What follows belongs to an exercise in optimizing a design on an open flow for small area; a production flow would make more cautious choices.
RTL that was checked went through simulation tests only; none was proved equivalent to the original.
The clock port is modelled as an ideal driver, which makes a skipped or thinned clock tree look cheaper than it is; a real chip needs a root buffer or a tree.
Power and IR drop assume default switching activity.

Setup of run 1:
## main
module main(
    input           power,
    input           clk100MHZ,
    input           rst,
    input           insert,
    input [1:0]     coin_val,
    input [1:0]     drink_op,
    input           cancel_flag,
    output          hold_ind,
    output          drink_1_ind,
    output          drink_2_ind,
    output          drinktk_ind,
    output          charge_ind,
    output          power_ind,
    output reg [7:0] AN,
    output reg [7:0] SEG,
    output reg      clk_1HZ
);
Size: ~280 cells after synthesis, about 24 flip-flops.
export LEC_CHECK = 0
export CAP_MARGIN = 20
export CORE_MARGIN = 2
export CORE_UTILIZATION = 40
export SLEW_MARGIN = 20
create_clock -name core_clock -period 10.0 [get_ports {clk100MHZ}]
standard.sh (not shown) runs the stock make flow with config.mk's settings and CLKGATE_MAP_FILE= SYNTH_SCRIPT=/design/flow/synth_recipe.tcl, a recipe that flattens the netlist after the stock synthesis.
==> flow/flow/run.sh <==
#!/bin/bash
# Own layout flow: the standard ORFS flow with three changes.
#  - Synthesis runs without the full/half-adder extraction step (ADDER_MAP_FILE
#    empty) and maps with a stronger area-oriented ABC script (abc_area.script
#    here, used through a copy of the ORFS scripts folder).
#  - Ports are buffered with the smallest buffer, sky130_fd_sc_hd__buf_1.
# Everything else (floorplan, power grid, tap cells, placement, CTS, routing)
# is the standard flow. Each step's log stays in orfs/logs; make's output is in
# make_synth.log and make_finish.log.
set -euo pipefail
HERE=$(pwd)
rm -rf "$HERE/scripts_local"
cp -r "$FLOW_HOME/scripts" "$HERE/scripts_local"
cp "$HERE/flow/abc_area.script" "$HERE/scripts_local/abc_area.script"
export ADDER_MAP_FILE=
export ABC_AREA=1
export BUFFER_PORTS_ARGS="-buffer_cell sky130_fd_sc_hd__buf_1"
bash standard.sh SCRIPTS_DIR="$HERE/scripts_local" synth > "$HERE/make_synth.log" 2>&1
bash standard.sh finish > "$HERE/make_finish.log" 2>&1
==> flow/flow/abc_area.script <==
strash
dc2
&get -n
&deepsyn -T 20
&put
strash
dch -f
map -a
mfs2
strash
dch -f
map -a
topo
[inputs] run 2 vs run 1
diff --git a/flow/flow/run.sh b/flow/flow/run.sh
--- a/flow/flow/run.sh
+++ b/flow/flow/run.sh
@@ -16,4 +16,5 @@
 export ABC_AREA=1
 export BUFFER_PORTS_ARGS="-buffer_cell sky130_fd_sc_hd__buf_1"
+export CTS_ARGS="-root_buf sky130_fd_sc_hd__clkbuf_8 -buf_list sky130_fd_sc_hd__clkbuf_8 -sink_clustering_enable -sink_clustering_size 30 -sink_clustering_max_diameter 200 -dont_use_dummy_load -repair_clock_nets"
 bash standard.sh SCRIPTS_DIR="$HERE/scripts_local" synth > "$HERE/make_synth.log" 2>&1
 bash standard.sh finish > "$HERE/make_finish.log" 2>&1
Findings:
Run 2 reached the end of the flow, and the finished layout is clean on the timing, DRC and antenna checks.
In run 2 relative to run 1, clock power had gone down by more than a quarter.
Via count across run 1 and run 2: no real change.
Comparing fraction of power consumed by sequential logic for run 1 and run 2, the smaller number came from run 1.
Cmp run 1 and run 2 / minimum clock period after layout / higher: run 1
No functional check of the RTL was part of any run of this note.

* * *

build 3:
Another version of the RTL of main (not shown whole).
For scale: about 22 flip-flops, roughly 1400 um2 of cells after synthesis.
Design main, start of the top module:
module main(
    input           power,
    input           clk100MHZ,
    input           rst,
    input           insert,
    input [1:0]     coin_val,
    input [1:0]     drink_op,
    input           cancel_flag,
    output          hold_ind,
    output          drink_1_ind,
    output          drink_2_ind,
    output          drinktk_ind,
    output          charge_ind,
    output          power_ind,
    output reg [7:0] AN,
    output reg [7:0] SEG,
    output wire      clk_1HZ
);
    localparam s0 = 3'd0, s1 = 3'd1, s2 = 3'd2, s3 = 3'd3, s4 = 3'd4, s5 = 3'd5;
    reg [2:0] num;
    reg [2:0] p, p_n;
    reg [2:0] state;
    reg [5:0] coin_sum;
    reg       prev_hold;
    reg [1:0] prev_tens;
    reg [3:0] u;
    wire u_wrap = (u == 4'd9);
    wire u_four = (u == 4'd4);
    wire u_hi   = (u >= 4'd5);
    always @(posedge clk100MHZ)
        if (rst) u <= 4'd5;
        else u <= u_wrap ? 4'd0 : u + 4'd1;
    always @(*) begin
        p_n = 3'bxxx;
        case (p)
            3'd0: p_n = 3'd1;
            3'd1: p_n = 3'd2;
            3'd2: p_n = 3'd3;
            3'd3: p_n = 3'd4;
            3'd4: p_n = 3'd0;
            default: ;
        endcase
    end
    wire p_zero = (p == 3'd0);
    wire tick   = u_four && p_zero;
    wire fsm_en = tick && (num[1:0] == 2'd2);
    always @(posedge clk100MHZ) begin
        if (rst) begin
            num <= 3'd0;
            p <= 3'd0;
        end else if (u_wrap) begin
            num <= num + 3'd1;
            p <= p_n;
        end
    end
    reg clk_c;
    assign clk_1HZ = clk_c;
    always @(*) begin
        case ({num[1:0], p, u_hi})
            {2'd0, 3'd0, 1'b0}: clk_c = 1'b1;
            {2'd0, 3'd0, 1'b1}: clk_c = 1'b0;
            {2'd1, 3'd1, 1'b0}: clk_c = 1'b0;
            {2'd1, 3'd1, 1'b1}: clk_c = 1'b0;
            {2'd2, 3'd2, 1'b0}: clk_c = 1'b0;
            {2'd2, 3'd2, 1'b1}: clk_c = 1'b0;
            {2'd3, 3'd3, 1'b0}: clk_c = 1'b0;
            {2'd3, 3'd3, 1'b1}: clk_c = 1'b0;
            {2'd0, 3'd4, 1'b0}: clk_c = 1'b0;
            {2'd0, 3'd4, 1'b1}: clk_c = 1'b0;
            {2'd1, 3'd0, 1'b0}: clk_c = 1'b0;
            {2'd1, 3'd0, 1'b1}: clk_c = 1'b0;
            {2'd2, 3'd1, 1'b0}: clk_c = 1'b0;
            {2'd2, 3'd1, 1'b1}: clk_c = 1'b0;
            {2'd3, 3'd2, 1'b0}: clk_c = 1'b0;
  ...
export LEC_CHECK = 0
export CAP_MARGIN = 20
export CORE_MARGIN = 2
export CORE_UTILIZATION = 40
export SLEW_MARGIN = 20
create_clock -name core_clock -period 10.0 [get_ports {clk100MHZ}]
==> flow/flow/run.sh <==
#!/bin/bash
# Own layout flow: the standard ORFS flow with three changes.
#  - Synthesis runs without the full/half-adder extraction step (ADDER_MAP_FILE
#    empty) and maps with a stronger area-oriented ABC script (abc_area.script
#    here, used through a copy of the ORFS scripts folder).
#  - Ports are buffered with the smallest buffer, sky130_fd_sc_hd__buf_1.
# Everything else (floorplan, power grid, tap cells, placement, CTS, routing)
# is the standard flow. Each step's log stays in orfs/logs; make's output is in
# make_synth.log and make_finish.log.
set -euo pipefail
HERE=$(pwd)
rm -rf "$HERE/scripts_local"
cp -r "$FLOW_HOME/scripts" "$HERE/scripts_local"
cp "$HERE/flow/abc_area.script" "$HERE/scripts_local/abc_area.script"
export ADDER_MAP_FILE=
export ABC_AREA=1
export BUFFER_PORTS_ARGS="-buffer_cell sky130_fd_sc_hd__buf_1"
export CTS_ARGS="-root_buf sky130_fd_sc_hd__clkbuf_4 -buf_list sky130_fd_sc_hd__clkbuf_4 -sink_clustering_enable -sink_clustering_size 12 -dont_use_dummy_load -repair_clock_nets"
bash standard.sh SCRIPTS_DIR="$HERE/scripts_local" synth > "$HERE/make_synth.log" 2>&1
bash standard.sh finish > "$HERE/make_finish.log" 2>&1
==> flow/flow/abc_area.script <==
strash
dc2
&get -n
&deepsyn -J 100 -S 1 -T 100
&deepsyn -J 100 -S 2 -T 100
&put
strash
dch -f
map -a
mfs2
strash
dch -f
amap
topo
Having completed the whole flow, build 3 delivered a layout that passed the timing, DRC and antenna checks.
The following lists how trial 36 was set up differently from build 3:
--- a/flow/flow/run.sh
+++ b/flow/flow/run.sh
@@ -17,3 +17,3 @@
 export BUFFER_PORTS_ARGS="-buffer_cell sky130_fd_sc_hd__buf_1"
-export CTS_ARGS="-root_buf sky130_fd_sc_hd__clkbuf_4 -buf_list sky130_fd_sc_hd__clkbuf_4 -sink_clustering_enable -sink_clustering_size 12 -dont_use_dummy_load -repair_clock_nets"
+export CTS_ARGS="-root_buf sky130_fd_sc_hd__clkbuf_4 -buf_list sky130_fd_sc_hd__clkbuf_4 -sink_clustering_enable -sink_clustering_size 8 -dont_use_dummy_load -repair_clock_nets"
 bash standard.sh SCRIPTS_DIR="$HERE/scripts_local" synth > "$HERE/make_synth.log" 2>&1
==> notes.md <==
- Re post-CTS resize count: no difference whatsoever between trial 36 and build 3.
- Comparing trial 36 with build 3, the peak per-stage delay on the critical path came out essentially unchanged.
- Number of buffers added for setup after CTS came out exactly the same in trial 36 and build 3.
- Compared with build 3, in trial 36 overall overflow remaining after global route barely changed; well tap count roughly the same.
- Between trial 36 and build 3, the cell area reported after detailed placement figures differ only marginally.
- For synthesized instance count, build 3 and trial 36 come out practically identical.
- Trial 36 -> build 3: fmax delta 0, exact match
- Trial 36 was carried through to the last stage, and its layout satisfied the timing, DRC and antenna checks.
- From trial 36 to build 3, count of flip-flops with a built-in enable after synthesis did not move at all.
No run of this note included a check of the RTL's function; only the layout flow was run.

* * *

main, a different RTL version from the one above (not shown whole).
For scale: roughly 210 cells after synthesis, roughly 23 flip-flops, ~1400 um^2 of cells after synthesis.
clock: 10.0 ns
lec_check: 0
cap_margin: 20
core_margin: 2
core_utilization: 85
place_density: 0.95
slew_margin: 20
==> flow/flow/run.sh <==
#!/bin/bash
# Own layout flow: the standard ORFS flow (standard.sh) with these changes.
#  - Synthesis skips the full/half-adder extraction step (ADDER_MAP_FILE empty)
#    and replaces ORFS's single ABC call (synth.tcl) with abc_best.tcl: ABC runs
#    once with each abc_*.script here and the smallest mapping is kept.
#    This uses a copy of the ORFS scripts folder with that one line changed.
#  - Ports are buffered with the smallest buffer, sky130_fd_sc_hd__buf_1.
#  - In place of CTS's tree, one clkbuf_16 drives all flip-flop clock pins
#    (cts_single.tcl, sourced through the PRE_CTS_TCL hook of cts.tcl).
# Floorplan, power grid, tap cells, placement, routing and the rest are the
# standard flow. Each ORFS step logs to orfs/logs; make's output is in
# make_synth.log and make_finish.log.
set -euo pipefail
HERE=$(pwd)
rm -rf "$HERE/scripts_local"
cp -r "$FLOW_HOME/scripts" "$HERE/scripts_local"
python3 - "$HERE/scripts_local/synth.tcl" <<'PY'
import sys
p = sys.argv[1]
s = open(p).read()
old = "  log_cmd abc {*}$abc_args\n"
assert s.count(old) == 1
s = s.replace(old, "  source $::env(ABC_SCRIPT_DIR)/abc_best.tcl\n")
open(p, "w").write(s)
PY
export ABC_SCRIPT_DIR="$HERE/flow"
export ADDER_MAP_FILE=
export ABC_AREA=1
export BUFFER_PORTS_ARGS="-buffer_cell sky130_fd_sc_hd__buf_1"
export PRE_CTS_TCL="$HERE/flow/cts_single.tcl"
bash standard.sh SCRIPTS_DIR="$HERE/scripts_local" synth > "$HERE/make_synth.log" 2>&1
bash standard.sh finish > "$HERE/make_finish.log" 2>&1
==> flow/flow/cts_single.tcl <==
# Sourced by ORFS cts.tcl before CTS (PRE_CTS_TCL). The design has only a
# couple of dozen flip-flops, so instead of CTS's two-level tree one
# clkbuf_16, placed at the centre of the flip-flops, drives every clock sink.
# The clock port drives only this buffer.
rename clock_tree_synthesis orfs_clock_tree_synthesis
proc clock_tree_synthesis { args } {
  set block [ord::get_db_block]
  set clk_net [$block findNet clk100MHZ]
  set sx 0
  set sy 0
  set n 0
  foreach iterm [$clk_net getITerms] {
    set bb [[$iterm getInst] getBBox]
    set sx [expr { $sx + ([$bb xMin] + [$bb xMax]) / 2 }]
    set sy [expr { $sy + ([$bb yMin] + [$bb yMax]) / 2 }]
    incr n
  }
  set dbu [$block getDbUnitsPerMicron]
  set x [expr { double($sx) / $n / $dbu }]
  set y [expr { double($sy) / $n / $dbu }]
  puts "Single clock buffer for $n clock sinks at ($x, $y)"
  insert_buffer -buffer_cell sky130_fd_sc_hd__clkbuf_8 -net clk100MHZ \
    -location [list $x $y] -buffer_name clkbuf_root -net_name clk_root
}
Other scripts of this flow, unchanged in this note and not shown: flow/flow/abc_1.script, flow/flow/abc_10.script, flow/flow/abc_2.script, flow/flow/abc_3.script, flow/flow/abc_4.script, flow/flow/abc_5.script, flow/flow/abc_6.script, flow/flow/abc_7.script, flow/flow/abc_8.script, flow/flow/abc_9.script, flow/flow/abc_best.tcl
The starting point failed in global placement without I/O (3_1_place_gp_skip_io).
==> next run, changes <==
--- a/flow/flow/cts_single.tcl
+++ b/flow/flow/cts_single.tcl
@@ -20,5 +20,5 @@
   set y [expr { double($sy) / $n / $dbu }]
   puts "Single clock buffer for $n clock sinks at ($x, $y)"
-  insert_buffer -buffer_cell sky130_fd_sc_hd__clkbuf_8 -net clk100MHZ \
+  insert_buffer -buffer_cell sky130_fd_sc_hd__clkbuf_16 -net clk100MHZ \
     -location [list $x $y] -buffer_name clkbuf_root -net_name clk_root
 }
CORE_UTILIZATION = 40   (was 85)
PLACE_DENSITY = default   (was 0.95)
Outcome: The changed run completed without violations. Synthesized cell count does not change. Synthesized area stays the same.
In the second run of this note the design's own scripts or RTL, not TritonCTS, make the clock network.

==> re-timing with driven ports <==
The results above use ideal ports. As a check the final layouts listed here were re-extracted and re-timed, cells and wires unchanged.
Step 1 (the two cells are an assumption about what drives the block):
set clk [get_ports {clk100MHZ}]
set_driving_cell -lib_cell sky130_fd_sc_hd__clkbuf_16 $clk
set_driving_cell -lib_cell sky130_fd_sc_hd__buf_2 [delete_from_list [all_inputs] $clk]
Step 2, shift: input delay + t, output delay - t, t = (earliest + latest rising clock arrival at the registers) / 2. This alone moves slack from input paths to output paths.
a / b / c = no drivers / after step 1 / after step 2; a / b = the first two.
run | shift t [ns] | setup slack, ns | worst setup path at the end
run 1 | 0.300 | 4.685 / 4.662 / 4.662 | input to output
run 2 | 0.296 | 4.708 / 4.685 / 4.685 | input to output
build 3 | 0.319 | 4.260 / 4.236 / 4.349 | input to output
trial 36 | 0.319 | 4.260 / 4.236 / 4.349 | input to output
the second run of note 3 | 0.188 | 4.788 / 4.765 / 4.765 | input to output
After both steps setup and hold are still met in every run listed.
